Source: an optimization exercise on an open RTL-to-GDS flow (aim: small area). Production flows keep margins and buffers that such runs may drop.
Only simulation tests tie the RTL to the original design; equivalence was not proved.
Power is estimated from default activity; no workload was simulated.

## run A
## wlan_interleaver_top
module wlan_interleaver_top(
    input wire clk,
    input wire reset,
    input wire il_in,
    output wire il_out,
    input wire dil_in,
    output wire dil_out
    );
	reg [4:0] B;
	reg [1:0] e;
	always @(posedge clk or negedge reset)
	begin
		if (!reset)
		begin
			B <= 5'd0;
			e <= 2'd1;
		end
		else if (e == 2'd3)
		begin
			B <= B ^ {&B[3:0], &B[2:0], &B[1:0], B[0], 1'b1};
			e <= 2'd1;
		end
		else if (e == 2'd1)
			e <= 2'd2;
		else
			e <= 2'd3;
	end
	reg sig_dl, sig_il;
	always @(posedge clk or negedge reset)
	begin
		if (!reset)
		begin
			sig_dl <= 1'b1;
			sig_il <= 1'b1;
		end
		else
		begin
			if (B[4])
				sig_dl <= 1'b0;
			if (!sig_dl && B[0] && B[2] && B[3] && !B[4])
				sig_il <= 1'b0;
		end
	end
  ...
Settings: LEC_CHECK=0, ABC_AREA=1, CAP_MARGIN=20, CORE_MARGIN=2, CORE_UTILIZATION=60, CTS_BUF_LIST=sky130_fd_sc_hd__clkbuf_4, CTS_CLUSTER_DIAMETER=50, CTS_CLUSTER_SIZE=10, SLEW_MARGIN=20; clock period 25.0 ns.
standard.sh (not shown) runs the stock make flow with config.mk's settings and CLKGATE_MAP_FILE= SYNTH_SCRIPT=/design/flow/synth_recipe.tcl, a recipe that flattens the netlist after the stock synthesis.
==> flow/flow/run.sh <==
#!/bin/bash
# Own layout flow: the standard layout (standard.sh), run with a copy of
# the ORFS scripts in which only the ABC area script differs (pure area
# mapping, no buffering or gate upsizing for ABC's picosecond-read clock
# period); port buffers are the smallest buffer, and CTS uses clkbuf_4 and
# no dummy loads. Each step's full output goes to a log file here.
set -euo pipefail
W=$(pwd)
rm -rf "$W/own_scripts"
cp -r "$FLOW_HOME/scripts" "$W/own_scripts"
cp "$W/flow/abc_area.script" "$W/own_scripts/abc_area.script"
ARGS=(
  "SCRIPTS_DIR=$W/own_scripts"
  "BUFFER_PORTS_ARGS=-buffer_cell sky130_fd_sc_hd__buf_1"
  "CTS_ARGS=-sink_clustering_enable -repair_clock_nets -sink_clustering_size 12 -sink_clustering_max_diameter 40 -buf_list sky130_fd_sc_hd__clkbuf_4 -dont_use_dummy_load -sink_clustering_levels 1"
)
bash standard.sh "${ARGS[@]}" synth > "$W/log_synth.txt" 2>&1
bash standard.sh "${ARGS[@]}" finish > "$W/log_layout.txt" 2>&1
test -f "$W/out/final.def"
==> flow/flow/abc_area.script <==
strash
ifraig
scorr
dc2
strash
dch -f
amap
topo
> inputs changed (run A -> run B)
- CORE_UTILIZATION: 60 -> 40
-- flow/flow/run.sh --
<<< run A, line 13
  "SCRIPTS_DIR=$W/own_scripts"
  "BUFFER_PORTS_ARGS=-buffer_cell sky130_fd_sc_hd__buf_1"
  "CTS_ARGS=-sink_clustering_enable -repair_clock_nets -sink_clustering_size 12 -sink_clustering_max_diameter 40 -buf_list sky130_fd_sc_hd__clkbuf_4 -dont_use_dummy_load -sink_clustering_levels 1"
)
bash standard.sh "${ARGS[@]}" synth > "$W/log_synth.txt" 2>&1
>>> run B, line 13
  "SCRIPTS_DIR=$W/own_scripts"
  "BUFFER_PORTS_ARGS=-buffer_cell sky130_fd_sc_hd__buf_1"
  "CTS_ARGS=-sink_clustering_enable -repair_clock_nets -sink_clustering_size 10 -sink_clustering_max_diameter 50 -buf_list sky130_fd_sc_hd__clkbuf_4 -dont_use_dummy_load"
)
bash standard.sh "${ARGS[@]}" synth > "$W/log_synth.txt" 2>&1
==> comparison <==
Looking at leakage power total across run B and run A, the one that comes out lower is run A.
Run B ends up with a number of antenna violations at the first check in global routing that is 1 higher than in run A.
Diff run A -> run B: utilization -21 points; routed wire length on met3 +about 24%.
> inputs changed (run B -> run C)
- a change of CORE_UTILIZATION from 40 to 60
-- flow/flow/run.sh --
<<< run B, line 13
  "SCRIPTS_DIR=$W/own_scripts"
  "BUFFER_PORTS_ARGS=-buffer_cell sky130_fd_sc_hd__buf_1"
  "CTS_ARGS=-sink_clustering_enable -repair_clock_nets -sink_clustering_size 10 -sink_clustering_max_diameter 50 -buf_list sky130_fd_sc_hd__clkbuf_4 -dont_use_dummy_load"
)
bash standard.sh "${ARGS[@]}" synth > "$W/log_synth.txt" 2>&1
>>> run C, line 13
  "SCRIPTS_DIR=$W/own_scripts"
  "BUFFER_PORTS_ARGS=-buffer_cell sky130_fd_sc_hd__buf_1"
  "CTS_ARGS=-sink_clustering_enable -repair_clock_nets -sink_clustering_size 22 -sink_clustering_max_diameter 50 -buf_list sky130_fd_sc_hd__clkbuf_8 -dont_use_dummy_load"
)
bash standard.sh "${ARGS[@]}" synth > "$W/log_synth.txt" 2>&1
==> flow/flow/abc_area.script <==
strash
dch -f
if -K 4 -a
strash
dch -f
amap
topo
Notes after the runs:
| leakage component of the power | run C vs run B | worse |
Higher synthesis-to-finish area growth was reported by run B, not run C.
Against run B as the reference, run C delivers a higher synthesized cell count.
Run C does better than run B on final critical-path setup slack.
Higher total power draw was reported by run C, not run B.
When run C is measured against run B, its total wirelength of the detailed-routed design turns out 78 um higher.
## Diff of input files: run D against run C
-- flow/flow/run.sh --
<<< run C, line 13
  "SCRIPTS_DIR=$W/own_scripts"
  "BUFFER_PORTS_ARGS=-buffer_cell sky130_fd_sc_hd__buf_1"
  "CTS_ARGS=-sink_clustering_enable -repair_clock_nets -sink_clustering_size 22 -sink_clustering_max_diameter 50 -buf_list sky130_fd_sc_hd__clkbuf_8 -dont_use_dummy_load"
)
bash standard.sh "${ARGS[@]}" synth > "$W/log_synth.txt" 2>&1
>>> run D, line 13
  "SCRIPTS_DIR=$W/own_scripts"
  "BUFFER_PORTS_ARGS=-buffer_cell sky130_fd_sc_hd__buf_1"
  "CTS_ARGS=-sink_clustering_enable -repair_clock_nets -sink_clustering_size 12 -sink_clustering_max_diameter 40 -buf_list sky130_fd_sc_hd__clkbuf_4 -dont_use_dummy_load"
)
bash standard.sh "${ARGS[@]}" synth > "$W/log_synth.txt" 2>&1
==> flow/flow/abc_area.script <==
strash
ifraig
scorr
dc2
strash
dch -f
amap
topo
## What came out
When the final numbers for run C and run D were put side by side, the share of the cycle needed by the critical path after routing turned out to be greater in run D. Comparing die area for run C and run D, the bigger number came from run C. Wire length of the first global-routing pass: run D > run C.
#### Input delta (run E over run D)
- CORE_UTILIZATION: 60 -> 70
-- flow/flow/run.sh --
<<< run D, line 13
  "SCRIPTS_DIR=$W/own_scripts"
  "BUFFER_PORTS_ARGS=-buffer_cell sky130_fd_sc_hd__buf_1"
  "CTS_ARGS=-sink_clustering_enable -repair_clock_nets -sink_clustering_size 12 -sink_clustering_max_diameter 40 -buf_list sky130_fd_sc_hd__clkbuf_4 -dont_use_dummy_load"
)
bash standard.sh "${ARGS[@]}" synth > "$W/log_synth.txt" 2>&1
>>> run E, line 13
  "SCRIPTS_DIR=$W/own_scripts"
  "BUFFER_PORTS_ARGS=-buffer_cell sky130_fd_sc_hd__buf_1"
  "CTS_ARGS=-sink_clustering_enable -repair_clock_nets -sink_clustering_size 12 -sink_clustering_max_diameter 30 -buf_list sky130_fd_sc_hd__clkbuf_4 -dont_use_dummy_load"
)
bash standard.sh "${ARGS[@]}" synth > "$W/log_synth.txt" 2>&1
Notes after the runs:
- Comparing run E and run D, routability congestion estimate from global placement is lower on run D.
- Register share of the cell area in run E vs run D: down 0.28 points
- Core utilization: run E vs run D up 12 points
- Higher net total in the final layout was reported by run E, not run D.
- Against run D, total non-filler cell area in the finished layout in run E rose slightly.

-- afterwards: timing with drivers on the ports --
In the flow no input, the clock included, has a driving cell. The finished layouts below were timed again as built, in two steps. Step 1, drivers: a clkbuf_16 drives clk and a buf_2 each remaining input, both assumed. Step 2 also shifts input and output timing later by t, the mid clock arrival at the registers, as if the neighbouring blocks saw the same clock. Slacks: no drivers / after step 1 / after step 2; pairs: no drivers / after step 1.
run	shift t [ns]	setup slack, ns	worst setup path at the end
run A	0.575	18.785 / 18.798 / 18.223	input to register
run B	0.588	18.867 / 18.885 / 18.297	input to register
run C	0.483	18.911 / 18.922 / 18.440	input to register
run D	0.575	18.785 / 18.798 / 18.223	input to register
run E	0.574	18.834 / 18.842 / 18.268	input to register
After both steps setup and hold are still met in every run listed. For run B, which loses most, drivers alone change the setup slack by +0.018 ns; drivers and shift together by -0.570 ns.
